This is an optimization exercise on Yosys and OpenROAD, whose aim is a short achievable clock period and few clock cycles, not a production implementation.
Only simulation tests tie the RTL to the original design; equivalence was not proved.
No activity file was given, so power comes from the tool's default toggle rates.

==> design/flow/design.v <==
module ALU (
    input [63:0] operand1,
    input [63:0] operand2,
    input [3:0]  lut,
    input [5:0]  rot,
    input [63:0] shift_mask,
    input [63:0] mem_data,
    input sel_add, sel_sub, sel_mem,
    output [63:0] result,
    output zero_flag,
    output lt_flag,
    output gt_flag
);
wire [63:0]  sum, diff;
PrefixAdder #(.W(64), .L(6)) add_inst (.a(operand1), .b(operand2),  .cin(1'b0), .sum(sum));
PrefixAdder #(.W(64), .L(6)) sub_inst (.a(operand1), .b(~operand2), .cin(1'b1), .sum(diff));
wire [127:0] dbl = {operand1, operand1};
wire [127:0] rl  = dbl << rot;
wire [63:0] logic_res = ({64{lut[3]}} &  operand1 &  operand2)
                      | ({64{lut[2]}} &  operand1 & ~operand2)
                      | ({64{lut[1]}} & ~operand1 &  operand2)
                      | ({64{lut[0]}} & ~operand1 & ~operand2);
assign result = ({64{sel_add}} & sum)
              | ({64{sel_sub}} & diff)
              | logic_res
              | (rl[127:64] & shift_mask)
              | ({64{sel_mem}} & mem_data);
wire [63:0] g0 = {~operand1[63] &  operand2[63], operand1[62:0] & ~operand2[62:0]};
wire [63:0] l0 = { operand1[63] & ~operand2[63], ~operand1[62:0] & operand2[62:0]};
wire [63:0] e0 = ~(operand1 ^ operand2);
wire [31:0] g1, l1, e1;
wire [15:0] g2, l2, e2;
wire [7:0]  g3, l3, e3;
wire [3:0]  g4, l4, e4;
wire [1:0]  g5, l5, e5;
genvar i;
generate
    for (i = 0; i < 32; i = i + 1) begin : c1
        assign g1[i] = g0[2*i+1] | (e0[2*i+1] & g0[2*i]);
        assign l1[i] = l0[2*i+1] | (e0[2*i+1] & l0[2*i]);
        assign e1[i] = e0[2*i+1] & e0[2*i];
    end
    for (i = 0; i < 16; i = i + 1) begin : c2
        assign g2[i] = g1[2*i+1] | (e1[2*i+1] & g1[2*i]);
        assign l2[i] = l1[2*i+1] | (e1[2*i+1] & l1[2*i]);
        assign e2[i] = e1[2*i+1] & e1[2*i];
    end
    for (i = 0; i < 8; i = i + 1) begin : c3
        assign g3[i] = g2[2*i+1] | (e2[2*i+1] & g2[2*i]);
        assign l3[i] = l2[2*i+1] | (e2[2*i+1] & l2[2*i]);
        assign e3[i] = e2[2*i+1] & e2[2*i];
    end
    for (i = 0; i < 4; i = i + 1) begin : c4
        assign g4[i] = g3[2*i+1] | (e3[2*i+1] & g3[2*i]);
        assign l4[i] = l3[2*i+1] | (e3[2*i+1] & l3[2*i]);
        assign e4[i] = e3[2*i+1] & e3[2*i];
    end
    for (i = 0; i < 2; i = i + 1) begin : c5
        assign g5[i] = g4[2*i+1] | (e4[2*i+1] & g4[2*i]);
        assign l5[i] = l4[2*i+1] | (e4[2*i+1] & l4[2*i]);
        assign e5[i] = e4[2*i+1] & e4[2*i];
    end
endgenerate
assign gt_flag   = g5[1] | (e5[1] & g5[0]);
assign lt_flag   = l5[1] | (e5[1] & l5[0]);
assign zero_flag = e5[1] & e5[0];
endmodule
module PrefixAdder #(parameter W = 64, parameter L = 6) (   
    input [W-1:0] a,
    input [W-1:0] b,
    input cin,
    output [W-1:0] sum
);
wire [W-1:0] p0 = a ^ b;
wire [W-1:0] g0 = (a & b) | {{(W-1){1'b0}}, p0[0] & cin};
wire [W-1:0] gl [0:L];
wire [W-1:0] pl [0:L];
assign gl[0] = g0;
assign pl[0] = p0;
genvar k, i;
generate
    for (k = 0; k < L; k = k + 1) begin : lvl
        for (i = 0; i < W; i = i + 1) begin : bitk
            if (i >= (1 << k)) begin : comb
                assign gl[k+1][i] = gl[k][i] | (pl[k][i] & gl[k][i - (1 << k)]);
                assign pl[k+1][i] = pl[k][i] & pl[k][i - (1 << k)];
            end else begin : pass
                assign gl[k+1][i] = gl[k][i];
                assign pl[k+1][i] = pl[k][i];
            end
        end
    end
endgenerate
assign sum = p0 ^ {gl[L][W-2:0], cin};
endmodule
module RegisterFile (
    input clk,
    input [4:0] read_reg1_addr,
    input [4:0] read_reg2_addr,
    input [4:0] write_reg_addr,
    input [63:0] write_data,
    input write_enable,
    output [63:0] read_data1,
    output [63:0] read_data2
);
reg [63:0] registers [1:31];
assign read_data1 = (read_reg1_addr == 0) ? 64'b0 : registers[read_reg1_addr];
assign read_data2 = (read_reg2_addr == 0) ? 64'b0 : registers[read_reg2_addr];
always @(posedge clk)
begin
    if (write_enable && write_reg_addr != 0)
        registers[write_reg_addr] <= write_data;
end
endmodule
module SpecialRegFile (
    input clk,
    input reset,
    input link_write,
    input [15:0] link_data,
    input flag_write,
    input [2:0] flag_data,
    output reg [15:0] link_reg_out,
    output reg [2:0] flag_reg_out
);
always @(posedge clk)
begin
    if (reset)
    begin
        link_reg_out <= 16'b0;
        flag_reg_out <= 3'b0;
    end
    else
    begin
        if (link_write)
            link_reg_out <= link_data;
        if (flag_write)
            flag_reg_out <= flag_data;
    end
end
endmodule
module InstructionDecoder (
    input [63:0] instruction,
    output [4:0] rs1,
    output [4:0] rs2,
    output [4:0] rd,
    output [15:0] imm,
    output writes_rd,        
    output sel_add,
    output sel_sub,
    output reg [3:0] lut,    
    output use_imm,          
    output [5:0] rot,        
    output [63:0] shift_mask,
    output sel_mem,
    output is_store,
    output is_branch,
    output is_call,
    output is_cmp,
    output is_halt
);
wire [5:0] t  = instruction[63:58];
wire [5:0] op = instruction[57:52];
assign rs1 = instruction[51:47];
assign rs2 = instruction[46:42];
assign rd  = instruction[41:37];
assign imm = instruction[36:21];
wire t_alu = (t == 6'd0);
wire t_shf = (t == 6'd1);
wire t_mem = (t == 6'd2);
wire is_load = t_mem && op == 6'd1;
wire [4:0] sh = rs2;
assign writes_rd = (t_alu || t_shf || is_load || t == 6'd6) && rd != 5'd0;
assign sel_add = t_alu && op == 6'd1;
assign sel_sub = t_alu && op == 6'd2;
assign use_imm = (t == 6'd6);
assign sel_mem = is_load;
always @(*)
begin
    lut = 4'b0000;
    if (t_alu)
        case (op)
            6'd3: lut = 4'b1000;    
            6'd4: lut = 4'b1110;    
            6'd5: lut = 4'b0110;    
            6'd7: lut = 4'b0011;    
            default: lut = 4'b0000;
        endcase
    else if (t == 6'd6)
        lut = 4'b1010;              
end
wire right = (op == 6'd2 || op == 6'd4);
assign rot = right ? (6'd0 - {1'b0, sh}) : {1'b0, sh};
assign shift_mask = !t_shf ? 64'b0 :
                    op == 6'd1 ? ({64{1'b1}} << sh) :
                    op == 6'd2 ? ({64{1'b1}} >> sh) :
                    (op == 6'd3 || op == 6'd4) ? {64{1'b1}} : 64'b0;
assign is_store  = t_mem && op == 6'd2;
assign is_branch = (t == 6'd3) && (op >= 6'd1 && op <= 6'd4);
assign is_call   = (t == 6'd4) && op == 6'd2;
assign is_cmp    = (t == 6'd5);
assign is_halt   = (t == 6'd7);
endmodule
module ControlUnit (
    input clk,
    input reset,
    input [63:0] instruction,         
    output reg [15:0] pc,
    input stop,                       
    output reg d_valid,
    output reg [63:0] d_instr,
    output reg [15:0] d_pc,
    input d_is_call,
    input d_is_cmp,
    input d_is_branch,
    input e_cmp_valid,                
    input [2:0] flag_reg,             
    input [15:0] link_reg,
    output d_mispredict,
    output e_mispredict               
);
wire [5:0]  f_type = instruction[63:58];
wire [5:0]  f_op   = instruction[57:52];
wire [15:0] f_imm  = instruction[36:21];
wire f_jmp_call = (f_type == 6'd4) && (f_op == 6'd1 || f_op == 6'd2);
wire f_ret      = (f_type == 6'd4) && (f_op == 6'd3);
wire f_branch   = (f_type == 6'd3) && (f_op >= 6'd1 && f_op <= 6'd4);
function cond;
    input [5:0] op;
    input [2:0] fl;    
    case (op)
        6'd1: cond = fl[0];
        6'd2: cond = !fl[0];
        6'd3: cond = fl[2];
        6'd4: cond = fl[1];
        default: cond = 1'b0;
    endcase
endfunction
wire flags_final = !(d_valid && d_is_cmp) && !e_cmp_valid;
wire f_static = f_imm[15] || (f_op == 6'd2);
wire f_pred = flags_final ? cond(f_op, flag_reg) : f_static;
wire [15:0] pc_inc = pc + 16'd1;
wire [15:0] f_btarget;
PrefixAdder #(.W(16), .L(4)) btarget_inst (.a(pc), .b(f_imm), .cin(1'b0), .sum(f_btarget));
wire [15:0] f_lr = (d_valid && d_is_call) ? d_pc + 16'd1 : link_reg;
reg d_pred;           
reg d_same;           
reg [15:0] d_pcinc;   
reg [15:0] d_btarget; 
reg e_br;
reg e_pred;
reg [5:0] e_op;
reg [15:0] e_alt;
wire [15:0] d_alt = d_pred ? d_pcinc : d_btarget;    
wire d_branch_live = d_valid && d_is_branch && !d_same;
wire d_defer = d_branch_live && e_cmp_valid;
assign e_mispredict = e_br && (cond(e_op, flag_reg) != e_pred);
assign d_mispredict = !e_mispredict && d_branch_live && !e_cmp_valid &&
                      (cond(d_instr[57:52], flag_reg) != d_pred);
wire any_mis = e_mispredict || d_mispredict;
wire s_emis = e_mispredict;
wire s_mis = d_mispredict;
wire s_jc  = !any_mis && f_jmp_call;
wire s_ret = !any_mis && f_ret;
wire s_br  = !any_mis && f_branch && f_pred;
wire s_inc = !any_mis && !f_jmp_call && !f_ret && !(f_branch && f_pred);
wire [15:0] pc_next = ({16{s_emis}} & e_alt)
                    | ({16{s_mis}} & d_alt)
                    | ({16{s_jc }} & f_imm)
                    | ({16{s_ret}} & f_lr)
                    | ({16{s_br }} & f_btarget)
                    | ({16{s_inc}} & pc_inc);
always @(posedge clk)
begin
    if (reset)
    begin
        pc <= 16'b0;
        d_valid <= 1'b0;
        e_br <= 1'b0;
    end
    else
    begin
        d_valid <= !any_mis && !stop;
        e_br <= d_defer && !e_mispredict;
        pc <= pc_next;
    end
    e_pred <= d_pred;
    e_op <= d_instr[57:52];
    e_alt <= d_alt;
    d_instr <= instruction;
    d_pc <= pc;
    d_pred <= f_pred;
    d_same <= (f_imm == 16'd1);
    d_pcinc <= pc_inc;
    d_btarget <= f_btarget;
end
endmodule
module InstructionProcessor (
    input clk,
    input reset,
    output [15:0] instr_addr,
    input [63:0] instr_data,
    input [63:0] mem_data_in,
    output [63:0] mem_data_out,
    output [15:0] mem_addr_out,
    output mem_write,
    output halted
);
reg        halted_r;     
reg        mem_write_r;  
reg [63:0] store_data;   
wire [15:0] link_reg;
wire [2:0]  flag_reg;
wire        d_valid;
wire [63:0] d_instr;
wire [15:0] d_pc;
wire        d_mispredict;
wire        e_mispredict;
wire        d_ok;           
reg        e_valid;
reg        e_wr;
reg [4:0]  e_rd;
reg [63:0] e_a, e_b;
reg [15:0] e_imm;
reg        e_add, e_sub, e_load;
reg [3:0]  e_lut;
reg [5:0]  e_rot;
reg [63:0] e_mask;
reg        e_cmp;
reg        w_wr;
reg [4:0]  w_rd;
reg [63:0] w_data;
wire [4:0]  d_rs1, d_rs2, d_rd;
wire [15:0] d_imm;
wire d_writes;
wire d_add, d_sub, d_movi, d_load;
wire [3:0] d_lut;
wire [5:0] d_rot;
wire [63:0] d_mask;
wire d_store, d_branch, d_call, d_cmp, d_halt;
InstructionDecoder instructionDecoder_inst (
    .instruction(d_instr),
    .rs1(d_rs1), .rs2(d_rs2), .rd(d_rd), .imm(d_imm),
    .writes_rd(d_writes),
    .sel_add(d_add), .sel_sub(d_sub), .lut(d_lut), .use_imm(d_movi), .rot(d_rot), .shift_mask(d_mask),
    .sel_mem(d_load),
    .is_store(d_store), .is_branch(d_branch), .is_call(d_call), .is_cmp(d_cmp),
    .is_halt(d_halt)
);
wire [63:0] rf_a, rf_b;
RegisterFile registerFile_inst (
    .clk(clk),
    .read_reg1_addr(d_rs1),
    .read_reg2_addr(d_rs2),
    .write_reg_addr(w_rd),
    .write_data(w_data),
    .write_enable(w_wr),
    .read_data1(rf_a),
    .read_data2(rf_b)
);
wire [63:0] e_result;
wire e_z, e_lt, e_gt;
ALU alu_inst (
    .operand1(e_a), .operand2(e_b),
    .lut(e_lut), .rot(e_rot), .shift_mask(e_mask), .mem_data(mem_data_in),
    .sel_add(e_add), .sel_sub(e_sub), .sel_mem(e_load),
    .result(e_result), .zero_flag(e_z), .lt_flag(e_lt), .gt_flag(e_gt)
);
wire fa_e = e_valid && e_wr && e_rd == d_rs1;
wire fb_e = e_valid && e_wr && e_rd == d_rs2;
wire fa_w = w_wr && w_rd == d_rs1;
wire fb_w = w_wr && w_rd == d_rs2;
wire [63:0] op_a = fa_e ? e_result : fa_w ? w_data : rf_a;
wire [63:0] op_b = (fb_e && !d_movi) ? e_result : d_movi ? {48'b0, d_imm} : fb_w ? w_data : rf_b;
wire e_cmp_valid = e_valid && e_cmp;
wire stop = halted_r || (d_valid && d_halt);
ControlUnit controlUnit_inst (
    .clk(clk),
    .reset(reset),
    .instruction(instr_data),
    .pc(instr_addr),
    .stop(stop),
    .d_valid(d_valid),
    .d_instr(d_instr),
    .d_pc(d_pc),
    .d_is_call(d_call),
    .d_is_cmp(d_cmp),
    .d_is_branch(d_branch),
    .e_cmp_valid(e_cmp_valid),
    .flag_reg(flag_reg),
    .link_reg(link_reg),
    .d_mispredict(d_mispredict),
    .e_mispredict(e_mispredict)
);
assign d_ok = d_valid && !e_mispredict;
SpecialRegFile specialRegFile_inst (
    .clk(clk),
    .reset(reset),
    .link_write(d_ok && d_call),
    .link_data(d_pc + 16'd1),
    .flag_write(e_cmp_valid),
    .flag_data({e_lt, e_gt, e_z}),
    .link_reg_out(link_reg),
    .flag_reg_out(flag_reg)
);
always @(posedge clk)
begin
    if (reset)
    begin
        e_valid <= 1'b0;
        w_wr <= 1'b0;
        halted_r <= 1'b0;
        mem_write_r <= 1'b0;
    end
    else
    begin
        e_valid <= d_ok;
        w_wr <= e_valid && e_wr;
        mem_write_r <= d_ok && d_store;
        if (d_ok && d_halt)
            halted_r <= 1'b1;
    end
    e_wr <= d_writes;
    e_rd <= d_rd;
    e_a <= op_a;
    e_b <= op_b;
    e_imm <= d_imm;
    e_add <= d_add; e_sub <= d_sub; e_load <= d_load;
    e_lut <= d_lut; e_rot <= d_rot; e_mask <= d_mask;
    e_cmp <= d_cmp;
    if (d_store)
        store_data <= op_a;
    w_rd <= e_rd;
    w_data <= e_result;
end
assign mem_write = mem_write_r;
assign mem_addr_out = e_imm;
assign mem_data_out = store_data;
assign halted = halted_r;
endmodule
==> design/flow/flow/run.sh <==
#!/bin/bash
set -o pipefail
MARGIN=${MARGIN:-6.5}
sed "s/SETUP_SLACK_MARGIN=[0-9.]*/SETUP_SLACK_MARGIN=$MARGIN/" standard.sh > standard_margin.sh
bash standard_margin.sh > standard.log 2>&1
status=$?
cp -r orfs/logs flow_logs 2>/dev/null
exit $status
==> design/flow/standard.sh <==
#!/bin/bash
# synth_recipe.tcl (not shown) runs the flow's synth.tcl, then flattens the netlist and writes it again
# the make line also repeats each setting of config.mk as NAME=value (left out here)
make -C /OpenROAD-flow-scripts/flow DESIGN_CONFIG=/design/flow/config.mk WORK_HOME=/design/flow/orfs CLKGATE_MAP_FILE= SYNTH_SCRIPT=/design/flow/synth_recipe.tcl "${@:-finish}"
==> design/flow/config.mk <==
export PLATFORM = sky130hd
export DESIGN_NAME = InstructionProcessor
export DESIGN_NICKNAME = InstructionProcessor
export VERILOG_FILES = /design/flow/design.v
export SDC_FILE = /design/flow/constraint.sdc
export NUM_CORES = 4
export LEC_CHECK = 0
export ABC_CLOCK_PERIOD_IN_PS = 1500
export CAP_MARGIN = 20
export CORE_MARGIN = 2
export CORE_UTILIZATION = 55
export PLACE_DENSITY = 0.65
export SETUP_SLACK_MARGIN = 5
export SLEW_MARGIN = 20
==> design/flow/constraint.sdc <==
create_clock -name core_clock -period 10.0 [get_ports {clk}]
set_input_delay 2.0000 -clock core_clock [delete_from_list [all_inputs] [get_ports {clk}]]
set_output_delay 2.0000 -clock core_clock [all_outputs]
set_load 0.01 [all_outputs]
==> run_results.csv, run 1 <==
group,metric,value,unit
worst_setup_path,cpMaxStageDelayCell,"nor4_1",
drt,wirelength,483000,microns
worst_setup_path,critPathRequiredTime,10.68,ns
clock_network,htree_levels,5,
grt,grt_use_total,40.1,%
power_and_ir_drop,power_density,181,nW/um^2
grt,grt_pass1_vias,87500,
die,num_rows,176,
synthesis,synth-seq-cells,2501,
drt,vias_per_cell,7.36,
sta,worst_slack,6.09,ns
synthesis,synth_compound_area_share,9.68,%
grt,overflow,0,
die,die_h,484,microns
sta,tns,0,ns
grt,grt_max_degree,79,
hold_path,holdPathEnd,"e_imm[8]",
hold_path,whs_path_depth,0,
synthesis,yosysWarnings,7,
clock_network,cts_tree,"done",
sta,timing.fmax,256,MHz
placement,detailedPlace.worstSlack,4.54,ns
placement,dp_cells,11400,
finish,nets,9471,
synthesis,syn_area_per_cell,14.6,sq um
worst_setup_path,r2r_cells,11,
power_and_ir_drop,p_leak,51.6,nW
synthesis,synth-seq-area-share,55.7,%
clock_network,numCtsBuffers,287,
synthesis,ys_top_cells_by_area,"edfxtp_1, mux4_2, dfxtp_1",
die,die_w,484,microns
clock_network,clkTransAtPathRegs,0.07,ns
finish,stdcell_count,12300,
die,dieArea,234000,sq um
placement,place.port_buffers,206,
worst_setup_path,arrival,4.59,ns
clock_network,clk_path_buf_depth,4,
clock_network,cts-root-buf,"clkbuf_16",
grt,grt_pass1_wl,663000,microns
sta,final.min_clock_period,3.91,ns
die,initial_core_util,55.2,%
finish,syn2layout_area_growth,18.4,%
die,core-area,229000,sq um
die,ios,228,
worst_setup_path,slowest_delay,0.96,ns
drt,vias,90900,
finish,final_layout_size_suffix_gt1_share,34.3,%
worst_setup_path,criticalPathCategory,"reg -> reg",
drt,ant_nets,0,
synthesis,ys.flop_type,"edfxtp_1",
worst_setup_path,crit_chain,"inv_1 > ha_4 > nor4_1 > a21o_1 > a21oi_1 > o21ai_0 > a31o_4 > and3_4 > nor4_4 > buf_4 > a22oi_2",
synthesis,syn-cell-area,127000,sq um
synthesis,netlist_top_cells_count,"edfxtp_1, mux4_2, a21oi_1, nand2_1, nor2_1",
placement,hpwlAfterDp,287000,microns
synthesis,synth_enable_flop_cells,2048,
clock_network,cts.sinks,2501,
flow_run,maxCapViolations,0,
hold_path,hold_path.startpoint,"controlUnit_inst.d_instr[29]",
grt,antenna_found_initial,23,
synthesis,synth.top_cell.area_share,48.6,%
sta,max_slew.worst_pin.slew,1.11,ns
synthesis,synth.area.mux_share,23.6,%
sta,rsz0062_at_grt,"yes",
synthesis,async_reset_ff_share,0,%
synthesis,synthAdderAreaFrac,2.34,%
synthesis,synth_cell_types,98,
power_and_ir_drop,irDropWorstVdd,0.000145,V
drt,first_iter_violations,15200,
sta,max-slew-margin-rel,25.3,%
synthesis,syn-instance-count,8651,
sta,post-route-period-util,39.1,%
synthesis,yosysMostFrequentCell,"edfxtp_1",
synthesis,synth_top_family_by_area,"multiplexers",
placement,gp_congestion,1.06,
drt,drt-pass1-iter-count,6,
hold_path,min_path_type,"reg -> reg",
worst_setup_path,start_kind,"flip-flop",
worst_setup_path,reg2reg_from,"e_a[48]",
drt,wire_per_inst,39.1,microns
synthesis,synth_xor_area_share,0.629,%
sta,finalHoldViolCount,0,
worst_setup_path,reg2reg_slack,6.09,ns
sta,skew,0.0807,ns
worst_setup_path,cp_max_fo,17,
synthesis,synth-simple-area-share,5.03,%
sta,setup_viol,0,
run_status,status,"no timing/DRC/antenna violations",
worst_setup_path,regToRegEndpoint,"store_data[58]",
synthesis,synth_largest_area_cell,"edfxtp_1",
sta,drv_slew,0,
worst_setup_path,end_kind,"flip-flop",
drt,post-route-drc-count,0,
clock_network,clock_latency,0.94,ns
synthesis,synth.net_count,9016,
clock_network,hold_buffers,0,
-- power breakdown --
group | internal [mW] | leakage (nW) | switching (mW)
Clock | 5.79 | 4.28 | 4.23
Sequential | 11.7 | 22.8 | 0.518
Combinational | 1.97 | 24.6 | 2.94
Total | 19.4 | 51.6 | 7.69
-- per-layer routing --
metal | routed length (microns) | vias up | global-route usage (%)
li1 | - | 35800 | -
met1 | 173000 | 46600 | 54.6
met2 | 212000 | 6969 | 58.8
met3 | 69100 | 1385 | 12.4
met4 | 28100 | 14 | 19.5
met5 | 96 | - | 0
-- worst max-delay path by stage --
stage                                       startpoint                                  to  slack [ns]  depth (start not counted)
final                                          e_a[48]                      store_data[58]        6.09                         11
after floorplan                                w_rd[3]  registerFile_inst.registers[24][0]        5.93                          4
after global routing                           e_a[25]                      store_data[58]        6.09                         15
after detailed placement                        e_a[2]                      store_data[57]        4.54                         13
after CTS                                       e_a[0]                      store_data[62]        6.19                         15
after global placement    controlUnit_inst.d_instr[48]                       store_data[2]        4.42                          9
-- flip-flops by register name, summed over array words and instances (netlist names), 16 cells and up --
register,cells
registerFile_inst.registers,1984
e_a,64
e_b,64
store_data,64
w_data,64
e_mask,63
controlUnit_inst.d_instr,43
controlUnit_inst.d_btarget,16
controlUnit_inst.d_pc,16
controlUnit_inst.d_pcinc,16
controlUnit_inst.e_alt,16
controlUnit_inst.pc,16
e_imm,16
specialRegFile_inst.link_reg_out,16
-- placed cells by master, fill, tap and decap left out, types with 97 or more instances in the layout --
| master | count |
|---|---|
| nor2_1 | 422 |
| a211oi_1 | 100 |
| ha_1 | 158 |
| o21ai_0 | 206 |
| dfxtp_1 | 278 |
| nand2_1 | 498 |
| mux4_2 | 1105 |
| mux2i_1 | 309 |
| edfxtp_1 | 2048 |
| clkdlybuf4s50_1 | 97 |
| inv_1 | 252 |
| clkbuf_16 | 304 |
| a21oi_1 | 528 |
| buf_4 | 421 |
| mux2_2 | 133 |
| a221oi_1 | 117 |
-- layout make-up --
| cell class | instances | area, sq um |
|---|---|---|
| diodes | 11 | 27.5 |
| well taps | 3026 | 3790 |
| repair inverters | 1 | 8.76 |
| flip-flops and latches | 2501 | 71000 |
| multi-input cells | 5207 | 56900 |
| clock inverters | 117 | 938 |
| repair buffers | 817 | 8320 |
| clock buffers | 369 | 7770 |
| fillers | 16200 | 79500 |
| inverters | 291 | 1160 |
-- cell families (layout without fill, tap and decap cells) --
kind of cell | after synthesis | in the layout
compound gates | 1862 | 1862
xor+xnor | 91 | 91
fa+ha+maj | 235 | 235
buf+inv | 948 | 1595
flops | 2501 | 2501
mux | 1582 | 1582
other cells | 0 | 11
simple gates | 1432 | 1437
-- per-stage QoR --
stage	hold slack (ns)	utilization, %	power, mW	area [sq um]
3_5_place_dp	0.343	57.6	16.0	132000
5_1_grt	0.353	65.3	27.7	150000
6_report	0.344	65.3	27.1	150000
4_1_cts	0.341	64.1	26.6	147000
3_3_place_gp	0.337	57.6	16.0	132000
2_1_floorplan	0.323	-	14.5	127000
-- what timing repair did --
item                                   in CTS  in global routing
endpoints found under the hold margin       0                  0
buffers inserted                          240                119
pin swaps                                 177                160
setup endpoints to repair                 645                430
cloned                                     28                 14
resized for setup                        1297                343
-- worst max-delay path, delay by kind of cell, from the launching register on --
family,cells,cell delay [ns]
AO/OA/AOI/OAI,5,1.32
adder cells (fa/ha/maj),1,0.34
buffers and inverters,2,0.30
flip-flops,1,0.51
AND/OR/NAND/NOR,3,1.21
Testbench counts, summed over its fixed seeds: cycles 19,678.
==> run 2, diff against run 1 <==
--- a/design/flow/design.v
+++ b/design/flow/design.v
@@ -213,10 +213,10 @@
     input d_is_cmp,
     input d_is_branch,
     input e_cmp_valid,                
+    input [2:0] flags_d,              
     input [2:0] flag_reg,             
     input [15:0] link_reg,
-    output d_mispredict,
-    output e_mispredict               
+    output d_mispredict
 );
 wire [5:0]  f_type = instruction[63:58];
 wire [5:0]  f_op   = instruction[57:52];
@@ -246,25 +246,15 @@
 reg d_same;           
 reg [15:0] d_pcinc;   
 reg [15:0] d_btarget; 
-reg e_br;
-reg e_pred;
-reg [5:0] e_op;
-reg [15:0] e_alt;
-wire [15:0] d_alt = d_pred ? d_pcinc : d_btarget;    
-wire d_branch_live = d_valid && d_is_branch && !d_same;
-wire d_defer = d_branch_live && e_cmp_valid;
-assign e_mispredict = e_br && (cond(e_op, flag_reg) != e_pred);
-assign d_mispredict = !e_mispredict && d_branch_live && !e_cmp_valid &&
-                      (cond(d_instr[57:52], flag_reg) != d_pred);
-wire any_mis = e_mispredict || d_mispredict;
-wire s_emis = e_mispredict;
+assign d_mispredict = d_valid && d_is_branch && !d_same &&
+                      (cond(d_instr[57:52], flags_d) != d_pred);
 wire s_mis = d_mispredict;
-wire s_jc  = !any_mis && f_jmp_call;
-wire s_ret = !any_mis && f_ret;
-wire s_br  = !any_mis && f_branch && f_pred;
-wire s_inc = !any_mis && !f_jmp_call && !f_ret && !(f_branch && f_pred);
-wire [15:0] pc_next = ({16{s_emis}} & e_alt)
-                    | ({16{s_mis}} & d_alt)
+wire s_jc  = !d_mispredict && f_jmp_call;
+wire s_ret = !d_mispredict && f_ret;
+wire s_br  = !d_mispredict && f_branch && f_pred;
+wire s_inc = !d_mispredict && !f_jmp_call && !f_ret && !(f_branch && f_pred);
+wire [15:0] d_alt = d_pred ? d_pcinc : d_btarget;    
+wire [15:0] pc_next = ({16{s_mis}} & d_alt)
                     | ({16{s_jc }} & f_imm)
                     | ({16{s_ret}} & f_lr)
                     | ({16{s_br }} & f_btarget)
@@ -275,17 +265,12 @@
     begin
         pc <= 16'b0;
         d_valid <= 1'b0;
-        e_br <= 1'b0;
     end
     else
     begin
-        d_valid <= !any_mis && !stop;
-        e_br <= d_defer && !e_mispredict;
+        d_valid <= !d_mispredict && !stop;
         pc <= pc_next;
     end
-    e_pred <= d_pred;
-    e_op <= d_instr[57:52];
-    e_alt <= d_alt;
     d_instr <= instruction;
     d_pc <= pc;
     d_pred <= f_pred;
@@ -314,8 +299,6 @@
 wire [63:0] d_instr;
 wire [15:0] d_pc;
 wire        d_mispredict;
-wire        e_mispredict;
-wire        d_ok;           
 reg        e_valid;
 reg        e_wr;
 reg [4:0]  e_rd;
@@ -386,16 +369,15 @@
     .d_is_cmp(d_cmp),
     .d_is_branch(d_branch),
     .e_cmp_valid(e_cmp_valid),
+    .flags_d(e_cmp_valid ? {e_lt, e_gt, e_z} : flag_reg),
     .flag_reg(flag_reg),
     .link_reg(link_reg),
-    .d_mispredict(d_mispredict),
-    .e_mispredict(e_mispredict)
+    .d_mispredict(d_mispredict)
 );
-assign d_ok = d_valid && !e_mispredict;
 SpecialRegFile specialRegFile_inst (
     .clk(clk),
     .reset(reset),
-    .link_write(d_ok && d_call),
+    .link_write(d_valid && d_call),
     .link_data(d_pc + 16'd1),
     .flag_write(e_cmp_valid),
     .flag_data({e_lt, e_gt, e_z}),
@@ -413,10 +395,10 @@
     end
     else
     begin
-        e_valid <= d_ok;
+        e_valid <= d_valid;
         w_wr <= e_valid && e_wr;
-        mem_write_r <= d_ok && d_store;
-        if (d_ok && d_halt)
+        mem_write_r <= d_valid && d_store;
+        if (d_valid && d_halt)
             halted_r <= 1'b1;
     end
     e_wr <= d_writes;
@@ -427,8 +409,7 @@
     e_add <= d_add; e_sub <= d_sub; e_load <= d_load;
     e_lut <= d_lut; e_rot <= d_rot; e_mask <= d_mask;
     e_cmp <= d_cmp;
-    if (d_store)
-        store_data <= op_a;
+    store_data <= op_a & {64{d_store}};
     w_rd <= e_rd;
     w_data <= e_result;
 end
==> run_results.csv, run 2 <==
group,metric,value,unit
worst_setup_path,cpMaxStageDelayCell,"nand4_1",
synthesis,netlist_top_cells_count,"edfxtp_1, mux4_2, a21oi_1, nand2_1, nor2_1",
worst_setup_path,path_buf_inv,4,
worst_setup_path,arrival,4.75,ns
drt,post-route-drc-count,0,
die,die_h,482,microns
run_status,status,"no timing/DRC/antenna violations",
sta,max-slew-margin-rel,8.56,%
power_and_ir_drop,switchingPower,7.78,mW
finish,final_cell_mix,"edfxtp_1, mux4_2, buf_4, nand2_1, a21oi_1",
worst_setup_path,r2r_cells,16,
finish,final_layout_size_suffix_gt1_share,37.9,%
synthesis,synth.net_count,8792,
sta,max_slew.worst_pin.slew,1.37,ns
power_and_ir_drop,p_leak,52.7,nW
worst_setup_path,cp_max_fo,8,
worst_setup_path,start_kind,"flip-flop",
power_and_ir_drop,power_frac_comb,19.5,%
drt,wire_per_inst,38.9,microns
worst_setup_path,reg2reg_slack,6.00,ns
sta,rsz0062_at_grt,"yes",
drt,first_iter_violations,13400,
grt,overflow,0,
grt,grt_max_degree,85,
synthesis,syn_area_per_cell,14.9,sq um
hold_path,hold_path.startpoint,"controlUnit_inst.d_instr[29]",
finish,n_fill_cell,15700,
grt,grt_pass1_wl,654000,microns
worst_setup_path,critPathRequiredTime,10.75,ns
worst_setup_path,crit_chain,"buf_8 > inv_4 > ha_4 > nand4_1 > nor2_4 > nand4_1 > nor2_1 > o21ai_2 > o21ai_2 > or2_4 > buf_12 > mux2i_4 > nor2_4 > buf_12 > a221oi_4 > a21oi_1",
power_and_ir_drop,switching_share,28.4,%
sta,post-route-period-util,40.0,%
power_and_ir_drop,p_int,19.6,mW
synthesis,synth_largest_area_cell,"edfxtp_1",
sta,fin_hold_ws,0.359,ns
synthesis,async_reset_ff_share,0,%
sta,finalHoldViolCount,0,
power_and_ir_drop,power_density,180,nW/um^2
die,initial_core_util,55.3,%
sta,worst_slack,6.00,ns
drt,drt-pass1-iter-count,6,
die,ios,228,
synthesis,synth-seq-area-share,55.3,%
finish,nets,9429,
synthesis,ys_top_cells_by_area,"edfxtp_1, mux4_2, dfxtp_1",
drt,vias,89900,
finish,syn2layout_area_growth,21.2,%
power_and_ir_drop,power_frac_seq,43.8,%
worst_setup_path,slowest_delay,0.90,ns
worst_setup_path,end_kind,"flip-flop",
grt,grt_use_total,40.4,%
hold_path,min_path_type,"reg -> reg",
sta,tns,0,ns
hold_path,whs_path_depth,0,
clock_network,cts-root-buf,"clkbuf_16",
worst_setup_path,regToRegEndpoint,"controlUnit_inst.pc[3]",
synthesis,synth_enable_flop_cells,1984,
finish,largest_reg_flops,1984,
finish,final_common_cell,"edfxtp_1",
synthesis,ys.flop_type,"edfxtp_1",
drt,vias_per_cell,7.31,
synthesis,synth-seq-cells,2477,
finish,finish.instance_area,152000,sq um
placement,place.port_buffers,206,
placement,postPlaceCellArea,131000,sq um
placement,gp_congestion,1.04,
die,core-area,227000,sq um
synthesis,synth.top_cell.area_share,47.4,%
sta,drv_slew,0,
placement,hpwlAfterDp,286000,microns
drt,ant_nets,0,
grt,antenna_found_initial,40,
power_and_ir_drop,p_total,27.4,mW
drt,wirelength,479000,microns
power_and_ir_drop,irDropWorstVdd,0.000150,V
sta,timing.fmax,250,MHz
synthesis,yosysWarnings,7,
clock_network,clk_path_buf_depth,4,
clock_network,htree_levels,5,
die,num_rows,175,
grt,grt_pass1_vias,86100,
die,die_w,482,microns
power_and_ir_drop,pwr-share-clk,36.7,%
clock_network,numCtsBuffers,282,
worst_setup_path,path_delay_family,"simple AND/OR/NAND/NOR gates",
clock_network,cts.sinks,2477,
clock_network,clkTransAtPathRegs,0.06,ns
synthesis,syn-instance-count,8445,
hold_path,holdPathEnd,"e_imm[8]",
clock_network,clock_latency,0.95,ns
worst_setup_path,reg2reg_from,"e_a[44]",
clock_network,cts_tree,"done",
sta,skew,0.0739,ns
synthesis,syn-cell-area,126000,sq um
sta,setup_viol,0,
finish,regMostFlops,"registerFile_inst.registers",
die,dieArea,232000,sq um
clock_network,hold_buffers,0,
worst_setup_path,criticalPathCategory,"reg -> reg",
synthesis,synth_cell_types,102,
flow_run,maxCapViolations,0,
placement,detailedPlace.worstSlack,4.50,ns
synthesis,yosysMostFrequentCell,"edfxtp_1",
sta,final.min_clock_period,4.00,ns
## run 2: changes by cell type after synthesis, sizes merged, moves of 40 or more
cell,previous run,this run
dfxtp,453,493
mux2,139,57
edfxtp,2048,1984
a221oi,161,114
a211oi,142,73
mux4,1105,1227
## run 2: metal layers
layer | track usage [%] | wire length [microns]
met4 | 21.0 | 29200
met3 | 11.0 | 64200
met2 | 59.8 | 214000
met1 | 55.1 | 172000
met5 | 0 | 128
## run 2: worst max-delay path by stage
stage               startpoint                                 end  slack, ns  cells after the start
global route           e_a[44]              controlUnit_inst.pc[3]       6.04                     17
CTS                     e_b[0]                      store_data[48]       6.17                     15
floorplan              w_rd[3]  registerFile_inst.registers[25][0]       5.95                      4
global placement       e_a[57]              controlUnit_inst.pc[0]       4.54                     14
finish                 e_a[44]              controlUnit_inst.pc[3]       6.00                     16
detailed placement     e_a[57]              controlUnit_inst.pc[5]       4.50                     14
## run 2: cells by family after synthesis
logic type | after synthesis | share of synthesized area [%]
buf+inv | 924 | 2.96
simple gates | 1496 | 5.31
flops | 2477 | 55.3
mux | 1608 | 25.1
fa+ha+maj | 217 | 2.18
compound gates | 1633 | 8.53
xor+xnor | 90 | 0.628
## run 2: through the flow
stage	util, %	std cells
final	67.0	12300
after global routing	66.9	12300
after global placement	57.7	11200
after detailed placement	57.7	11200
after floorplan	-	8445
after CTS	64.9	12100
## run 2: repair_timing
item | in CTS | in global routing
pin swaps | 233 | 305
gates resized for setup | 1235 | 604
cloned | 24 | 8
setup buffers | 304 | 227
setup endpoints to repair | 560 | 300
## run 2: cell type report
type | count | area [sq um] | share of cell area, %
Antenna cell | 17 | 42.5 | 0.0280
Clock buffer | 351 | 7470 | 4.91
Clock inverter | 135 | 1260 | 0.828
Inverter | 283 | 1150 | 0.754
Multi-Input combinational cell | 5044 | 58400 | 38.4
Sequential cell | 2477 | 69900 | 45.9
Tap cell | 3009 | 3760 | 2.47
Timing Repair Buffer | 993 | 10100 | 6.66
Timing Repair inverter | 1 | 7.51 | 0.00493
## run 2: worst reg2reg max path, delay by kind of cell (launching register included)
kind	cells	cell delay, ns
AOI/OAI and AO/OA	4	0.62
buffers and inverters	4	0.50
DFF	1	0.34
muxes	1	0.25
adders and majority gates	1	0.30
and+or+nand+nor	6	1.87
## run 2: power by group through the flow
stage	clock network [mW]	registers (mW)	logic [mW]
3_3_place_gp	0	12.2	3.67
5_1_grt	10.5	12.0	5.52
4_1_cts	10.1	12.0	4.64
3_5_place_dp	0	12.2	3.67
2_1_floorplan	0	12.0	2.37
6_report	10.0	12.0	5.34
Testbench counts of run 2, summed over its fixed seeds: cycles 19,379.
==> run 3, diff against run 2 <==
--- a/design/flow/design.v
+++ b/design/flow/design.v
@@ -248,17 +248,16 @@
 reg [15:0] d_btarget; 
 assign d_mispredict = d_valid && d_is_branch && !d_same &&
                       (cond(d_instr[57:52], flags_d) != d_pred);
-wire s_mis = d_mispredict;
-wire s_jc  = !d_mispredict && f_jmp_call;
-wire s_ret = !d_mispredict && f_ret;
-wire s_br  = !d_mispredict && f_branch && f_pred;
-wire s_inc = !d_mispredict && !f_jmp_call && !f_ret && !(f_branch && f_pred);
+wire s_jc  = f_jmp_call;
+wire s_ret = f_ret;
+wire s_br  = f_branch && f_pred;
+wire s_inc = !f_jmp_call && !f_ret && !(f_branch && f_pred);
 wire [15:0] d_alt = d_pred ? d_pcinc : d_btarget;    
-wire [15:0] pc_next = ({16{s_mis}} & d_alt)
-                    | ({16{s_jc }} & f_imm)
-                    | ({16{s_ret}} & f_lr)
-                    | ({16{s_br }} & f_btarget)
-                    | ({16{s_inc}} & pc_inc);
+wire [15:0] pc_f = ({16{s_jc }} & f_imm)
+                 | ({16{s_ret}} & f_lr)
+                 | ({16{s_br }} & f_btarget)
+                 | ({16{s_inc}} & pc_inc);
+wire [15:0] pc_next = d_mispredict ? d_alt : pc_f;
 always @(posedge clk)
 begin
     if (reset)
==> run_results.csv, run 3 <==
group,metric,value,unit
finish,final_common_cell,"edfxtp_1",
clock_network,hold_buffers,0,
finish,regArea,69800,sq um
grt,antenna_found_initial,23,
worst_setup_path,start_kind,"flip-flop",
finish,final_layout_size_suffix_gt1_share,35.5,%
clock_network,numCtsBuffers,283,
drt,vias_per_cell,7.35,
synthesis,syn_area_per_cell,14.4,sq um
sta,timing.fmax,241,MHz
synthesis,yosysWarnings,7,
finish,stdcell_count,12600,
worst_setup_path,critPathRequiredTime,10.77,ns
die,core-area,228000,sq um
placement,hpwlAfterDp,309000,microns
synthesis,synth.top_cell.area_share,47.2,%
sta,drv_slew,0,
drt,wirelength,505000,microns
finish,nets,9747,
synthesis,synth.net_count,9160,
placement,gp_congestion,1.01,
clock_network,clock_latency,0.98,ns
synthesis,synth_largest_area_cell,"edfxtp_1",
synthesis,yosysMostFrequentCell,"edfxtp_1",
clock_network,cts-root-buf,"clkbuf_16",
clock_network,clk_path_buf_depth,4,
drt,vias,92400,
die,ios,228,
sta,fin_hold_ws,0.342,ns
clock_network,clkTransAtPathRegs,0.06,ns
grt,grt_use_total,42.2,%
synthesis,synth_cell_types,103,
drt,post-route-drc-count,0,
placement,postPlaceCellArea,132000,sq um
finish,n_fill_cell,15900,
drt,drt-pass1-iter-count,6,
placement,dp_cells,11600,
die,num_rows,175,
grt,grt_max_degree,69,
sta,tns,0,ns
synthesis,syn-cell-area,126000,sq um
worst_setup_path,arrival,4.91,ns
clock_network,htree_levels,5,
finish,regMostFlops,"registerFile_inst.registers",
die,initial_core_util,55.4,%
power_and_ir_drop,irDropWorstVdd,0.000185,V
grt,grt_pass1_vias,89000,
synthesis,netlist_top_cells_count,"edfxtp_1, mux4_2, a21oi_1, nand2_1, dfxtp_1",
power_and_ir_drop,p_total,27.4,mW
die,die_h,483,microns
finish,syn2layout_area_growth,20.4,%
sta,rsz0062_at_grt,"yes",
power_and_ir_drop,p_leak,53.1,nW
sta,post-route-period-util,41.5,%
grt,grt_pass1_wl,692000,microns
synthesis,async_reset_ff_share,0,%
placement,place.port_buffers,206,
sta,setup_viol,0,
synthesis,ys_top_cells_by_area,"edfxtp_1, mux4_2, dfxtp_1",
worst_setup_path,cp_max_fo,4,
clock_network,cts_tree,"done",
run_status,status,"no timing/DRC/antenna violations",
synthesis,synth-seq-area-share,55.0,%
finish,final_cell_mix,"edfxtp_1, mux4_2, a21oi_1, nand2_1, buf_4",
finish,finish.instance_area,152000,sq um
synthesis,synth-seq-cells,2477,
die,die_w,483,microns
synthesis,ys.flop_type,"edfxtp_1",
clock_network,cts.sinks,2477,
hold_path,min_path_type,"reg -> reg",
worst_setup_path,criticalPathCategory,"reg -> reg",
drt,first_iter_violations,14000,
finish,largest_reg_flops,1984,
worst_setup_path,end_kind,"flip-flop",
drt,ant_nets,0,
power_and_ir_drop,power_density,180,nW/um^2
grt,overflow,0,
synthesis,syn-instance-count,8779,
sta,max-slew-margin-rel,18.4,%
synthesis,synth_enable_flop_cells,1984,
sta,skew,0.0810,ns
finish,multiInputGateArea,58900,sq um
die,dieArea,233000,sq um
sta,finalHoldViolCount,0,
flow_run,maxCapViolations,0,
sta,max_slew.worst_pin.slew,1.22,ns
sta,final.min_clock_period,4.15,ns
drt,wire_per_inst,40.1,microns
[run 3: critical path, cell delays in order (launching register included)]
cell,delay (ns)
dfxtp_4,0.39
clkinvlp_4,0.14
ha_4,0.19
fa_2,0.34
nand2b_4,0.16
a21oi_4,0.20
o221ai_4,0.14
a21oi_4,0.19
buf_12,0.14
a41oi_2,0.12
buf_6,0.16
o41a_1,0.41
o21a_2,0.31
o311ai_4,0.34
a21oi_4,0.11
nor4_4,0.36
buf_4,0.20
a21oi_4,0.06
[run 3: area by class of cell]
| class | instances | area share (%) |
|---|---|---|
| Antenna cell | 6 | 0.00987 |
| Clock buffer | 365 | 5.01 |
| Clock inverter | 116 | 0.560 |
| Inverter | 267 | 0.711 |
| Multi-Input combinational cell | 5375 | 38.7 |
| Sequential cell | 2477 | 45.9 |
| Tap cell | 3009 | 2.48 |
| Timing Repair Buffer | 961 | 6.56 |
| Timing Repair inverter | 1 | 0.00329 |
[run 3: power breakdown]
part	total, mW	leakage (nW)	switching, mW	internal [mW]
logic	5.48	26.2	3.30	2.18
clock network	9.79	4.12	4.18	5.61
registers	12.1	22.8	0.491	11.6
[run 3: kinds of logic (layout without fill, tap and decap cells)]
family	count (synthesis)	in the layout	synth area share [%]
buffers and inverters	934	1710	3.02
xor gates and xnor gates	71	71	0.492
AOI/OAI and AO/OA	1910	1910	9.69
other	0	6	0
muxes	1597	1597	23.7
adders and majority gates	251	251	2.50
and+or+nand+nor	1539	1546	5.56
DFF	2477	2477	55.0
[run 3: per-layer routing]
layer  routed length (microns)  vias up  share of wire, %  global-route usage [%]
met5                       288        -             0.057                       0
met4                     31900       16               6.3                    21.9
met3                     63700     1386                13                    11.1
met2                    228000     6872                45                    64.2
met1                    181000    47700                36                    56.4
li1                          -    36400                 -                       -
[run 3: path summary, 6_finish.rpt]
kind	to	cells after the start	startpoint	slack (ns)
worst max-delay path	e_b[50]	17	e_a[0]	5.85
worst min-delay path	e_imm[14]	0	controlUnit_inst.d_instr[35]	0.34
worst max register to register	e_b[50]	17	e_a[0]	5.85
worst min register to register	e_imm[14]	0	controlUnit_inst.d_instr[35]	0.34
[run 3: what timing repair did]
action / 4_1_cts / 5_1_grt
pin swaps: 244 / 155
cloned: 27 / 10
resized for setup: 1538 / 398
endpoints found under the setup margin: 458 / 433
buffers inserted: 344 / 121
[run 3: through the flow]
step,utilization (%),setup WS (ns)
after global routing,66.7,5.83
after global placement,57.9,3.47
after floorplan,-,5.77
after CTS,65.5,5.92
final,66.7,5.85
after detailed placement,57.9,3.69
Testbench counts of run 3, summed over its fixed seeds: cycles 19,379.
==> run 4, diff against run 3 <==
==> design/flow/flow/run.sh (replaced) <==
#!/bin/bash
set -o pipefail
MARGIN=${MARGIN:-6.5}
sed -e "s/SETUP_SLACK_MARGIN=[0-9.]*/SETUP_SLACK_MARGIN=$MARGIN/" \
    -e "s/CLKGATE_MAP_FILE= /CLKGATE_MAP_FILE= ADDER_MAP_FILE= /" standard.sh > standard_margin.sh
bash standard_margin.sh > standard.log 2>&1
status=$?
cp -r orfs/logs flow_logs 2>/dev/null
exit $status
==> run_results.csv, run 4 <==
group,metric,value,unit
run_status,status,"no timing/DRC/antenna violations",
clock_network,clkTransAtPathRegs,0.06,ns
sta,max_slew.worst_pin.slew,1.19,ns
synthesis,yosysWarnings,7,
clock_network,cts-root-buf,"clkbuf_16",
clock_network,clock_latency,0.95,ns
synthesis,synth-seq-cells,2477,
synthesis,synth_cell_types,112,
worst_setup_path,critPathRequiredTime,10.82,ns
power_and_ir_drop,power_density,169,nW/um^2
synthesis,netlist_top_cells_count,"edfxtp_1, mux4_2, a21oi_1, nor2_1, mux2i_1",
synthesis,synth-seq-area-share,55.4,%
sta,tns,0,ns
power_and_ir_drop,irDropWorstVdd,0.000208,V
synthesis,synth.net_count,9071,
placement,dp_cells,11600,
synthesis,synth.top_cell.area_share,47.5,%
sta,finalHoldViolCount,0,
finish,syn2layout_area_growth,20.5,%
sta,setup_viol,0,
placement,gp_congestion,1.00,
worst_setup_path,cpMaxStageDelayCell,"maj3_2",
sta,skew,0.0677,ns
worst_setup_path,arrival,4.66,ns
die,die_w,481,microns
grt,grt_max_degree,83,
finish,largest_reg_flops,1984,
drt,drt-pass1-iter-count,8,
synthesis,syn-cell-area,125000,sq um
finish,finish.instance_area,151000,sq um
clock_network,hold_buffers,0,
die,num_rows,175,
placement,hpwlAfterDp,285000,microns
synthesis,syn-instance-count,8941,
sta,worst_slack,6.15,ns
synthesis,yosysMostFrequentCell,"edfxtp_1",
drt,wirelength,484000,microns
sta,final.min_clock_period,3.85,ns
synthesis,synth_largest_area_cell,"edfxtp_1",
placement,postPlaceCellArea,131000,sq um
finish,final_cell_mix,"edfxtp_1, mux4_2, buf_4, a21oi_1, nor2_1",
sta,rsz0062_at_grt,"yes",
synthesis,async_reset_ff_share,0,%
grt,grt_pass1_vias,87600,
finish,stdcell_count,12600,
clock_network,htree_levels,5,
die,ios,228,
clock_network,cts_tree,"done",
placement,detailedPlace.worstSlack,4.46,ns
worst_setup_path,cp_max_fo,5,
worst_setup_path,criticalPathCategory,"in -> reg",
drt,vias,92500,
grt,overflow,0,
finish,nets,9559,
finish,final_common_cell,"edfxtp_1",
drt,wire_per_inst,38.3,microns
worst_setup_path,start_kind,"input port",
clock_network,numCtsBuffers,283,
finish,final_layout_size_suffix_gt1_share,35.4,%
synthesis,ys.flop_type,"edfxtp_1",
sta,timing.fmax,260,MHz
sta,post-route-period-util,38.5,%
drt,post-route-drc-count,0,
grt,grt_pass1_wl,660000,microns
sta,drv_slew,0,
finish,finish.utilization,66.5,%
die,initial_core_util,55.2,%
drt,vias_per_cell,7.32,
hold_path,min_path_type,"reg -> reg",
die,core-area,227000,sq um
sta,max-slew-margin-rel,20.9,%
worst_setup_path,crit_chain,"buf_12 > o211ai_1 > a31o_2 > a31oi_4 > o21a_1 > maj3_2 > o2111ai_2 > nand2_2 > maj3_2 > maj3_2 > nor3b_2 > o21a_1 > o31a_1",
synthesis,syn_area_per_cell,14.0,sq um
grt,antenna_found_initial,29,
clock_network,clk_path_buf_depth,4,
worst_setup_path,crit_path_frequent_cell,"maj3_2",
sta,fin_hold_ws,0.384,ns
drt,ant_nets,0,
worst_setup_path,end_kind,"flip-flop",
power_and_ir_drop,p_total,25.6,mW
synthesis,ys_top_cells_by_area,"edfxtp_1, mux4_2, dfxtp_1",
die,dieArea,232000,sq um
flow_run,maxCapViolations,0,
finish,regMostFlops,"registerFile_inst.registers",
drt,first_iter_violations,14600,
power_and_ir_drop,p_leak,51.0,nW
placement,place.port_buffers,206,
grt,grt_use_total,40.5,%
die,die_h,481,microns
worst_setup_path,slowest_delay,0.37,ns
synthesis,synth_enable_flop_cells,1984,
clock_network,cts.sinks,2477,
==> run 4: cell count changes in the layout (fill, tap and decap cells not counted), moves of 53 or more <==
cell and delta:
xnor2_1 +109, inv_1 -106, mux4_2 -105, mux2i_1 +136, ha_4 -70, nor2_1 +90
maj3_1 +64, nor3_1 +53, ha_1 -171, nand2_1 -77, dfxtp_4 +71
==> run 4: path summary, 6_finish.rpt <==
check	startpoint	endpoint	slack [ns]	cells past startpoint
max	instr_data[22]	controlUnit_inst.pc[15]	6.15	13
min	controlUnit_inst.d_instr[30]	e_imm[9]	0.38	0
max reg2reg	e_rot[0]	store_data[58]	6.19	15
min reg2reg	controlUnit_inst.d_instr[30]	e_imm[9]	0.38	0
==> run 4: area by class of cell <==
class	instances	area (sq um)
Fill cell	15900	76000
Sequential cell	2477	70100
Multi-Input combinational cell	5562	58200
Timing Repair Buffer	972	9850
Clock buffer	365	7670
Tap cell	3009	3760
Clock inverter	113	970
Inverter	133	524
Antenna cell	9	22.5
==> run 4: power by group <==
part           internal (mW)  switching (mW)
clock network           5.78            4.19
logic                   1.78            2.45
registers               11.1           0.299
==> run 4: cells by family after synthesis <==
group,count (synthesis),synth area share (%)
DFF,2477,55.4
AOI/OAI and AO/OA,1870,9.68
and+or+nand+nor,1702,6.22
muxes,1604,22.9
buffers and inverters,909,2.91
xor gates and xnor gates,278,2.05
adders and majority gates,101,0.823
==> run 4: layer usage <==
| metal | share of wire (%) | wire length (microns) | global-route usage (%) | vias to the layer above |
|---|---|---|---|---|
| li1 | - | - | - | 36700 |
| met1 | 36 | 174000 | 55.1 | 47400 |
| met2 | 45 | 216000 | 60.1 | 7069 |
| met3 | 14 | 67800 | 12.1 | 1363 |
| met4 | 5.5 | 26600 | 19.1 | 8 |
| met5 | 0.014 | 67 | 0 | - |
==> run 4: what timing repair did <==
item,in CTS,in global routing
buffers inserted,258,227
endpoints found under the setup margin,590,295
pin swaps,174,266
resized for setup,1350,666
cloned,24,14
==> run 4: critical path, delay by kind of cell <==
family	cells	cell delay, ns
AOI/OAI and AO/OA	7	1.26
adders and majority gates	3	1.04
buffers and inverters	1	0.11
and+or+nand+nor	2	0.26
==> run 5, diff against run 4 <==
==> design/flow/flow/run.sh (replaced) <==
#!/bin/bash
set -o pipefail
MARGIN=${MARGIN:-7.5}
sed -e "s/SETUP_SLACK_MARGIN=[0-9.]*/SETUP_SLACK_MARGIN=$MARGIN/" \
    -e "s/CLKGATE_MAP_FILE= /CLKGATE_MAP_FILE= ADDER_MAP_FILE= /" standard.sh > standard_margin.sh
bash standard_margin.sh > standard.log 2>&1
status=$?
cp -r orfs/logs flow_logs 2>/dev/null
exit $status
==> run_results.csv, run 5 <==
group,metric,value,unit
run_status,status,"no timing/DRC/antenna violations",
placement,place.port_buffers,206,
grt,grt_pass1_wl,703000,microns
die,core-area,227000,sq um
finish,final_layout_size_suffix_gt1_share,39.5,%
placement,dp_cells,11600,
clock_network,clk_path_buf_depth,4,
grt,antenna_found_initial,37,
synthesis,yosysMostFrequentCell,"edfxtp_1",
power_and_ir_drop,power_density,168,nW/um^2
synthesis,synth_largest_area_cell,"edfxtp_1",
drt,ant_nets,0,
sta,rsz0062_at_grt,"yes",
hold_path,whs_path_depth,0,
worst_setup_path,start_kind,"flip-flop",
drt,vias,94800,
synthesis,synth-seq-area-share,55.4,%
sta,worst_slack,6.00,ns
synthesis,ys_top_cells_by_area,"edfxtp_1, mux4_2, dfxtp_1",
worst_setup_path,critPathRequiredTime,10.74,ns
sta,drv_slew,0,
synthesis,synth.net_count,9071,
hold_path,min_path_type,"reg -> reg",
synthesis,synth.top_cell.area_share,47.5,%
worst_setup_path,r2r_cells,15,
die,die_w,481,microns
drt,post-route-drc-count,0,
finish,nets,9735,
clock_network,cts-root-buf,"clkbuf_16",
clock_network,cts_tree,"done",
die,die_h,481,microns
synthesis,syn-cell-area,125000,sq um
placement,detailedPlace.worstSlack,4.43,ns
clock_network,clock_latency,0.96,ns
sta,max_slew.worst_pin.slew,1.37,ns
sta,max-slew-margin-rel,8.95,%
finish,syn2layout_area_growth,25.5,%
sta,finalHoldViolCount,0,
grt,grt_max_degree,70,
placement,gp_congestion,1.01,
sta,setup_viol,0,
finish,finish.utilization,69.3,%
finish,stdcell_count,12800,
synthesis,synth_enable_flop_cells,1984,
die,initial_core_util,55.2,%
power_and_ir_drop,irDropWorstVdd,0.000207,V
synthesis,synth-seq-cells,2477,
worst_setup_path,arrival,4.75,ns
drt,wire_per_inst,40.3,microns
drt,wirelength,517000,microns
drt,vias_per_cell,7.39,
grt,overflow,0,
finish,regMostFlops,"registerFile_inst.registers",
synthesis,netlist_top_cells_count,"edfxtp_1, mux4_2, a21oi_1, nor2_1, mux2i_1",
synthesis,async_reset_ff_share,0,%
sta,tns,0,ns
worst_setup_path,criticalPathCategory,"reg -> reg",
finish,final_common_cell,"edfxtp_1",
power_and_ir_drop,p_leak,53.6,nW
finish,final_cell_mix,"edfxtp_1, mux4_2, buf_4, a21oi_1, mux2i_1",
die,num_rows,175,
synthesis,synth_cell_types,112,
sta,timing.fmax,250,MHz
placement,hpwlAfterDp,289000,microns
grt,grt_use_total,43.6,%
finish,largest_reg_flops,1984,
die,ios,228,
finish,n_fill_cell,15100,
drt,first_iter_violations,15500,
sta,final.min_clock_period,4.00,ns
power_and_ir_drop,p_total,26.4,mW
drt,drt-pass1-iter-count,14,
synthesis,syn-instance-count,8941,
worst_setup_path,cp_max_fo,4,
synthesis,ys.flop_type,"edfxtp_1",
clock_network,cts.sinks,2477,
die,dieArea,232000,sq um
worst_setup_path,end_kind,"flip-flop",
grt,grt_pass1_vias,90400,
clock_network,clkTransAtPathRegs,0.06,ns
flow_run,maxCapViolations,0,
synthesis,syn_area_per_cell,14.0,sq um
sta,post-route-period-util,40.0,%
clock_network,htree_levels,5,
clock_network,numCtsBuffers,284,
sta,skew,0.113,ns
synthesis,yosysWarnings,7,
[run 5: final timing paths]
kind / startpoint / endpoint / slack (ns)
setup / recovery: e_rot[0] / e_b[53] / 6.00
hold / removal: controlUnit_inst.d_instr[21] / e_imm[0] / 0.35
setup reg to reg: e_rot[0] / e_b[53] / 6.00
hold reg to reg: controlUnit_inst.d_instr[21] / e_imm[0] / 0.35
[run 5: logic make-up (layout without fill, tap and decap cells)]
family / count (synthesis) / count (layout) / synth area share, %
AOI/OAI and AO/OA: 1870 / 1870 / 9.68
xor gates and xnor gates: 278 / 279 / 2.05
adders and majority gates: 101 / 101 / 0.823
buffers and inverters: 909 / 1767 / 2.91
DFF: 2477 / 2477 / 55.4
muxes: 1604 / 1604 / 22.9
other: 0 / 12 / 0
and+or+nand+nor: 1702 / 1710 / 6.22
[run 5: critical path: stages (launching register included)]
cell and delay, ns:
dfxtp_4 0.38, buf_12 0.11, buf_16 0.12, buf_12 0.13, mux4_2 0.60, mux2i_2 0.21
nand2_1 0.12, nand2_2 0.15, mux2i_2 0.08, o211ai_1 0.81, o311ai_1 0.22, a31oi_1 0.20
o221ai_1 0.16, buf_6 0.20, a21oi_4 0.28, nor2_1 0.07
[run 5: what timing repair did]
item | CTS | global route
endpoints found under the setup margin | 1755 | 706
hold buffers | 0 | 0
pin swaps | 316 | 234
gates resized for setup | 2226 | 451
buffers inserted | 499 | 142
cloned | 69 | 9
[run 5: layer usage]
| layer | GRT usage, % | wire length, microns | up-vias |
|---|---|---|---|
| met5 | 0.373 | 204 | - |
| met4 | 23.0 | 34300 | 16 |
| met3 | 13.3 | 73100 | 1703 |
| met2 | 64.7 | 229000 | 7680 |
| met1 | 58.0 | 180000 | 48200 |
| li1 | - | - | 37200 |
[run 5: report_power, final]
group / switching [mW] / total, mW / internal [mW]
combinational: 2.69 / 4.70 / 2.01
sequential: 0.281 / 11.4 / 11.1
clock: 4.26 / 10.3 / 6.04
[run 5: per-stage QoR]
stage	instance area, sq um	hold WS [ns]
global placement	131000	0.343
CTS	154000	0.351
floorplan	127000	0.323
finish	157000	0.353
global route	157000	0.363
detailed placement	131000	0.346
[run 5: cell type report]
class,instances,area [sq um],share of cell area (%)
Sequential cell,2477,70100,44.5
Multi-Input combinational cell,5564,60200,38.2
Timing Repair Buffer,1145,13800,8.77
Clock buffer,368,7770,4.94
Tap cell,3009,3760,2.39
Clock inverter,121,1240,0.789
Inverter,133,509,0.324
Antenna cell,12,30.0,0.0191
==> run 6, diff against run 5 <==
==> design/flow/flow/run.sh (replaced) <==
#!/bin/bash
set -o pipefail
MARGIN=${MARGIN:-6.5}
sed -e "s/SETUP_SLACK_MARGIN=[0-9.]*/SETUP_SLACK_MARGIN=$MARGIN/" \
    -e "s/CLKGATE_MAP_FILE= /CLKGATE_MAP_FILE= ADDER_MAP_FILE= /" standard.sh > standard_margin.sh
bash standard_margin.sh > standard.log 2>&1
status=$?
cp -r orfs/logs flow_logs 2>/dev/null
exit $status
--- a/design/flow/config.mk
+++ b/design/flow/config.mk
@@ -8,7 +8,7 @@
 export ABC_CLOCK_PERIOD_IN_PS = 1500
 export CAP_MARGIN = 20
 export CORE_MARGIN = 2
-export CORE_UTILIZATION = 55
-export PLACE_DENSITY = 0.65
+export CORE_UTILIZATION = 40
+export PLACE_DENSITY = 0.55
 export SETUP_SLACK_MARGIN = 5
 export SLEW_MARGIN = 20
==> run_results.csv, run 6 <==
group,metric,value,unit
sta,max-slew-margin-rel,16.9,%
die,die_h,564,microns
worst_setup_path,crit_path_frequent_cell,"maj3_2",
clock_network,cts_tree,"done",
synthesis,synth-seq-area-share,55.4,%
synthesis,synth.net_count,9071,
placement,hpwlAfterDp,307000,microns
drt,post-route-drc-count,0,
drt,wirelength,513000,microns
synthesis,syn-cell-area,125000,sq um
finish,syn2layout_area_growth,22.6,%
die,die_w,564,microns
synthesis,synth.area.mux_share,22.9,%
power_and_ir_drop,power_density,171,nW/um^2
worst_setup_path,crit_chain,"buf_12 > o211ai_1 > a31o_2 > a31oi_4 > o21a_1 > maj3_2 > o2111ai_2 > nand2_2 > maj3_2 > maj3_2 > nor3b_4 > o21a_1 > o31a_1",
sta,tns,0,ns
sta,rsz0062_at_grt,"yes",
drt,wire_per_inst,37.2,microns
drt,vias,91400,
finish,finish.utilization,49.3,%
drt,vias_per_cell,6.63,
synthesis,syn_area_per_cell,14.0,sq um
sta,final.min_clock_period,3.94,ns
synthesis,synth_xor_area_share,2.05,%
clock_network,clkTransAtPathRegs,0.06,ns
sta,max_slew.worst_pin.slew,1.25,ns
worst_setup_path,arrival,4.72,ns
synthesis,synth_cell_types,112,
synthesis,synth-simple-area-share,6.22,%
clock_network,cts-root-buf,"clkbuf_16",
finish,nets,9543,
worst_setup_path,r2r_cells,12,
clock_network,clk_path_buf_depth,4,
die,num_rows,205,
hold_path,whs_path_depth,0,
synthesis,async_reset_ff_share,0,%
finish,final_common_cell,"edfxtp_1",
clock_network,clock_latency,0.90,ns
synthesis,synth_top_family_by_area,"multiplexers",
worst_setup_path,start_kind,"input port",
synthesis,ys_top_cells_by_area,"edfxtp_1, mux4_2, dfxtp_1",
synthesis,synthAdderAreaFrac,0.823,%
sta,drv_slew,0,
synthesis,synth_enable_flop_cells,1984,
placement,place.port_buffers,206,
grt,grt_pass1_wl,701000,microns
die,ios,228,
grt,grt_pass1_vias,88100,
synthesis,netlist_top_cells_count,"edfxtp_1, mux4_2, a21oi_1, nor2_1, mux2i_1",
flow_run,maxCapViolations,0,
clock_network,numCtsBuffers,289,
finish,final_cell_mix,"edfxtp_1, mux4_2, a21oi_1, nor2_1, buf_4",
worst_setup_path,end_kind,"flip-flop",
synthesis,synth.top_cell.area_share,47.5,%
sta,timing.fmax,254,MHz
finish,largest_reg_flops,1984,
grt,overflow,0,
worst_setup_path,slowest_delay,0.37,ns
clock_network,cts.sinks,2477,
grt,antenna_found_initial,26,
power_and_ir_drop,irDropWorstVdd,0.000134,V
synthesis,synth_compound_area_share,9.68,%
sta,post-route-period-util,39.4,%
placement,gp_congestion,0.993,
run_status,status,"no timing/DRC/antenna violations",
drt,drt-pass1-iter-count,6,
synthesis,yosysMostFrequentCell,"edfxtp_1",
die,core-area,312000,sq um
power_and_ir_drop,p_leak,51.5,nW
sta,finalHoldViolCount,0,
synthesis,syn-instance-count,8941,
grt,grt_max_degree,100,
finish,n_fill_cell,26400,
synthesis,yosysWarnings,7,
sta,setup_viol,0,
worst_setup_path,critPathRequiredTime,10.78,ns
placement,postPlaceCellArea,132000,sq um
worst_setup_path,cpMaxStageDelayCell,"maj3_2",
clock_network,htree_levels,5,
finish,regMostFlops,"registerFile_inst.registers",
sta,skew,0.0849,ns
synthesis,synth_largest_area_cell,"edfxtp_1",
drt,ant_nets,0,
finish,finish.instance_area,154000,sq um
die,initial_core_util,40.2,%
synthesis,synth-seq-cells,2477,
finish,final_layout_size_suffix_gt1_share,35.8,%
drt,first_iter_violations,13900,
synthesis,ys.flop_type,"edfxtp_1",
worst_setup_path,cp_max_fo,5,
hold_path,min_path_type,"reg -> reg",
die,dieArea,318000,sq um
worst_setup_path,criticalPathCategory,"in -> reg",
grt,grt_use_total,31.4,%
[run 6: kinds of logic (layout without fill, tap and decap cells)]
logic type,count (synthesis),in the layout
flip-flops,2477,2477
other,0,14
adder cells (fa/ha/maj),101,101
AO/OA/AOI/OAI,1870,1870
buffers and inverters,909,1594
AND/OR/NAND/NOR,1702,1711
XOR/XNOR,278,278
multiplexers,1604,1604
[run 6: worst paths after layout]
path	from	end	slack, ns
setup reg to reg	e_rot[0]	store_data[39]	6.08
hold / removal	controlUnit_inst.d_instr[22]	e_imm[1]	0.35
hold reg to reg	controlUnit_inst.d_instr[22]	e_imm[1]	0.35
setup / recovery	instr_data[22]	controlUnit_inst.pc[15]	6.06
[run 6: area by class of cell]
cell class | count | area, sq um | area share, %
Sequential cell | 2477 | 70000 | 45.5
Clock inverter | 154 | 1640 | 1.07
Tap cell | 4140 | 5180 | 3.37
Antenna cell | 14 | 35.0 | 0.0228
Multi-Input combinational cell | 5564 | 58500 | 38.0
Clock buffer | 359 | 7770 | 5.06
Timing Repair Buffer | 948 | 10100 | 6.58
Inverter | 133 | 510 | 0.332
[run 6: where the power goes]
group	total (mW)	internal (mW)	switching [mW]	leakage, nW
combinational	4.27	1.77	2.50	24.5
sequential	11.4	11.1	0.288	22.4
clock	10.7	6.25	4.44	4.59
total	26.3	19.1	7.22	51.5
[run 6: through the flow]
step                      hold slack (ns)  setup slack (ns)  power, mW  instances
after floorplan                     0.323              5.32       13.6       8941
after global placement              0.354              4.38       14.7      12800
after detailed placement            0.350              4.37       14.7      12800
after CTS                           0.349              6.16       26.0      13600
after global routing                0.352              6.01       27.0      13800
final                               0.349              6.06       26.3      13800
[run 6: repair_timing]
action / in CTS / in global routing
pin swaps: 186 / 274
endpoints found under the setup margin: 828 / 305
hold buffers: 0 / 0
cloned: 37 / 6
gates resized for setup: 1480 / 580
setup buffers: 281 / 177
[run 6: critical path, delay by kind of cell]
kind	cells	cell delay (ns)
AND/OR/NAND/NOR	2	0.26
AO/OA/AOI/OAI	7	1.29
adder cells (fa/ha/maj)	3	1.05
buffers and inverters	1	0.11
[run 6: layer usage]
metal / GRT usage, % / vias up / part of all wire, %
li1: - / 36800 / -
met3: 7.15 / 1052 / 11
met4: 12.9 / 4 / 4.6
met1: 43.0 / 48000 / 39
met5: 0 / - / 0.0039
met2: 48.2 / 5619 / 45

## re-timing with driven ports
How much do the figures lean on ideal ports? The routed layouts below were timed once more, with nothing changed but the port constraints.
Step 1, drivers: a clkbuf_16 drives clk and a buf_2 each remaining input, both assumed.
Step 2 times the ports against the registers' clock, not the clock port: input delays grow and output delays shrink by t, the midpoint of the rising clock arrivals with the driver on.
Three values: ideal, step 1, step 2; two values: the first two.
| run | t (ns) | setup WS [ns] | worst hold slack (ns) | worst setup path at the end | slew at the worst register clock pin (ns) |
|---|---|---|---|---|---|
| run 1 | 0.996 | 6.092 / 6.092 / 5.522 | 0.344 / 0.344 / 0.344 | input to register | 0.08 / 0.08 |
| run 2 | 1.018 | 5.999 / 5.999 / 5.317 | 0.359 / 0.359 / 0.359 | input to register | 0.07 / 0.07 |
| run 3 | 1.035 | 5.851 / 5.851 / 5.168 | 0.342 / 0.342 / 0.342 | input to register | 0.07 / 0.07 |
| run 4 | 1.006 | 6.151 / 6.186 / 5.185 | 0.384 / 0.384 / 0.384 | input to register | 0.08 / 0.08 |
| run 5 | 1.002 | 5.998 / 5.998 / 5.155 | 0.353 / 0.353 / 0.353 | input to register | 0.07 / 0.07 |
| run 6 | 0.964 | 6.057 / 6.085 / 5.145 | 0.349 / 0.349 / 0.349 | input to register | 0.07 / 0.07 |
After both steps setup and hold are still met in every run listed. The setup slack of run 4, which loses most, moves by +0.035 ns with the drivers and by -0.966 ns with both steps.
